Source: an optimization exercise on an open RTL-to-GDS flow (aim: small area). Production flows keep margins and buffers that such runs may drop. Only simulation tests tie the RTL to the original design; equivalence was not proved.

## neuron
module neuron (
    input        reset,
    input        clk,
    input  [7:0] i_excitatory,
    input  [7:0] i_inhibitory,
    output       o_spike
);
clock: 12.0 ns
lec_check: 0
cap_margin: 20
core_margin: 2
core_utilization: 40
cts_buf_list: sky130_fd_sc_hd__clkbuf_8 sky130_fd_sc_hd__clkbuf_16
cts_cluster_diameter: 500
cts_cluster_size: 50
slew_margin: 20
synth_hierarchical: 1
synth_minimum_keep_size: 0
run.sh (not shown) runs the stock make flow with config.mk's settings and CLKGATE_MAP_FILE= SYNTH_SCRIPT=/design/flow/synth_recipe.tcl, a recipe that flattens the netlist after the stock synthesis.
Next try:
==> flow/flow/run.sh (new file) <==
#!/bin/bash
# Layout: the standard flow, with the port buffers made of the smallest
# buffer cell and a clock tree without dummy loads.
bash standard.sh "BUFFER_PORTS_ARGS=-buffer_cell sky130_fd_sc_hd__buf_1" \
  "CTS_ARGS=-sink_clustering_enable -repair_clock_nets -dont_use_dummy_load -buf_list sky130_fd_sc_hd__clkbuf_16 -root_buf sky130_fd_sc_hd__clkbuf_16 -sink_clustering_size 50 -sink_clustering_max_diameter 500" \
  finish > standard.log 2>&1
==> flow/standard.sh (new file) <==
#!/bin/bash
# synth_recipe.tcl (not shown) runs the flow's synth.tcl, then flattens the netlist and writes it again
# the make line also repeats each setting of config.mk as NAME=value (left out here)
make -C /OpenROAD-flow-scripts/flow DESIGN_CONFIG=/design/flow/config.mk WORK_HOME=/design/flow/orfs CLKGATE_MAP_FILE= SYNTH_SCRIPT=/design/flow/synth_recipe.tcl "${@:-finish}"
Settings changed: CTS_BUF_LIST sky130_fd_sc_hd__clkbuf_8 sky130_fd_sc_hd__clkbuf_16 to unset, CTS_CLUSTER_DIAMETER 500 to unset, CTS_CLUSTER_SIZE 50 to unset.
removed: flow/run.sh
The changed run produced a clean layout.
Sequential share of layout area is higher by 0.52 points.
Routed wire length is lower by a few percent.
Critical path depth stays the same.
Final area is lower by a few percent.
Non-clock buffer count is unchanged.
Sequential cell count is unchanged.
Next try:
==> flow/flow/run.sh (replaced) <==
#!/bin/bash
# Layout: the standard flow, with the port buffers made of the smallest
# buffer cell and a clock tree without dummy loads.
bash standard.sh "BUFFER_PORTS_ARGS=-buffer_cell sky130_fd_sc_hd__buf_1" \
  "CTS_ARGS=-sink_clustering_enable -repair_clock_nets -dont_use_dummy_load -buf_list sky130_fd_sc_hd__clkbuf_8" \
  finish > standard.log 2>&1
Settings changed: ABC_AREA set to 1, CORE_UTILIZATION 40 to 60.
After rerunning:
- hold slack gains 0.013 ns
- global-route usage climbs by 6.3 points
- utilization climbs by 20 points
- die area drops by about 30%
- synthesized area climbs by 5.7%
- wire length climbs by 6.8%
- worst setup slack loses 0.35 ns
- maximum frequency drops by about 3.3%
- cell area climbs by 2.6%
Next try:
==> flow/flow/run.sh (replaced) <==
#!/bin/bash
bash standard.sh "BUFFER_PORTS_ARGS=-buffer_cell sky130_fd_sc_hd__buf_1" \
  "CTS_ARGS=-sink_clustering_enable -repair_clock_nets -dont_use_dummy_load -buf_list sky130_fd_sc_hd__clkbuf_4 -sink_clustering_size 10" \
  finish > standard.log 2>&1
Settings changed: ABC_AREA 1 to unset.
Effect: Cell count went down by 15%. Design area came out lower by 5.4%. Global-route usage is lower by 0.84 points. Area after synthesis fell by 5.4%. Routed wire length is lower by 7.4%. Die area shrinks by 5.1%. Maximum frequency climbs by 2.2%. Clock skew barely changes.

* * *

Starting RTL as in the previous note.
export LEC_CHECK = 0
export CAP_MARGIN = 20
export CORE_MARGIN = 2
export CORE_UTILIZATION = 60
export SLEW_MARGIN = 20
export SYNTH_HIERARCHICAL = 1
export SYNTH_MINIMUM_KEEP_SIZE = 0
create_clock -name core_clock -period 12.0 [get_ports {clk}]
standard.sh (not shown) runs the stock make flow with config.mk's settings and CLKGATE_MAP_FILE= SYNTH_SCRIPT=/design/flow/synth_recipe.tcl, a recipe that flattens the netlist after the stock synthesis.
==> flow/flow/run.sh <==
#!/bin/bash
bash standard.sh "BUFFER_PORTS_ARGS=-buffer_cell sky130_fd_sc_hd__buf_1" \
  "CTS_ARGS=-sink_clustering_enable -repair_clock_nets -dont_use_dummy_load -buf_list sky130_fd_sc_hd__clkbuf_4" \
  finish > standard.log 2>&1
Edit:
==> flow/flow/run.sh (replaced) <==
#!/bin/bash
# Layout: the standard flow, with the port buffers made of the smallest
# buffer cell and a clock tree without dummy loads.
bash standard.sh "BUFFER_PORTS_ARGS=-buffer_cell sky130_fd_sc_hd__buf_1" \
  "CTS_ARGS=-sink_clustering_enable -repair_clock_nets -dont_use_dummy_load -buf_list sky130_fd_sc_hd__clkbuf_8" \
  finish > standard.log 2>&1
--- a/flow/config.mk
+++ b/flow/config.mk
@@ -8,5 +8,5 @@
 export CAP_MARGIN = 20
 export CORE_MARGIN = 2
-export CORE_UTILIZATION = 60
+export CORE_UTILIZATION = 40
 export SLEW_MARGIN = 20
 export SYNTH_HIERARCHICAL = 1
Routed wire length is about the same.
Hold slack barely changes.
Setup slack gets better by 0.11 ns.
First-iteration DRC count drops by a quarter to a third.
Core utilization fell by 21 points.
Cell area grows slightly.
Maximum frequency came out higher slightly.
Die area rises by well over a third.

-- port drivers added, routing unchanged --
In the flow no input, the clock included, has a driving cell. The finished layouts below were timed again as built, in two steps. Step 1, drivers: a clkbuf_16 drives clk and a buf_2 each remaining input, both assumed. Step 2 adds t to the input delays and takes it off the output delays; t is the mean of the earliest and latest rising clock arrival at the registers after step 1. Input paths then give back, and output paths get back, about the clock's delay inside the block. Slacks: ideal / step 1 / step 2; pairs: ideal / step 1.
| run | t (ns) | setup WS [ns] | worst hold slack (ns) | cell pins on the clock port's net |
|---|---|---|---|---|
| the first run of note 1 | 0.321 | 1.537 / 1.537 / 1.537 | 0.388 / 0.388 / 0.388 | 1 |
| the second run of note 1 | 0.304 | 1.653 / 1.653 / 1.653 | 0.388 / 0.388 / 0.388 | 1 |
| the third run of note 1 | 0.314 | 1.302 / 1.302 / 1.302 | 0.402 / 0.402 / 0.402 | 1 |
| the fourth run of note 1 | 0.348 | 1.532 / 1.532 / 1.532 | 0.396 / 0.396 / 0.396 | 1 |
| the first run of note 2 | 0.348 | 1.532 / 1.532 / 1.532 | 0.396 / 0.396 / 0.396 | 1 |
| the second run of note 2 | 0.305 | 1.645 / 1.645 / 1.645 | 0.394 / 0.394 / 0.394 | 1 |
After both steps every run listed still meets setup and hold.
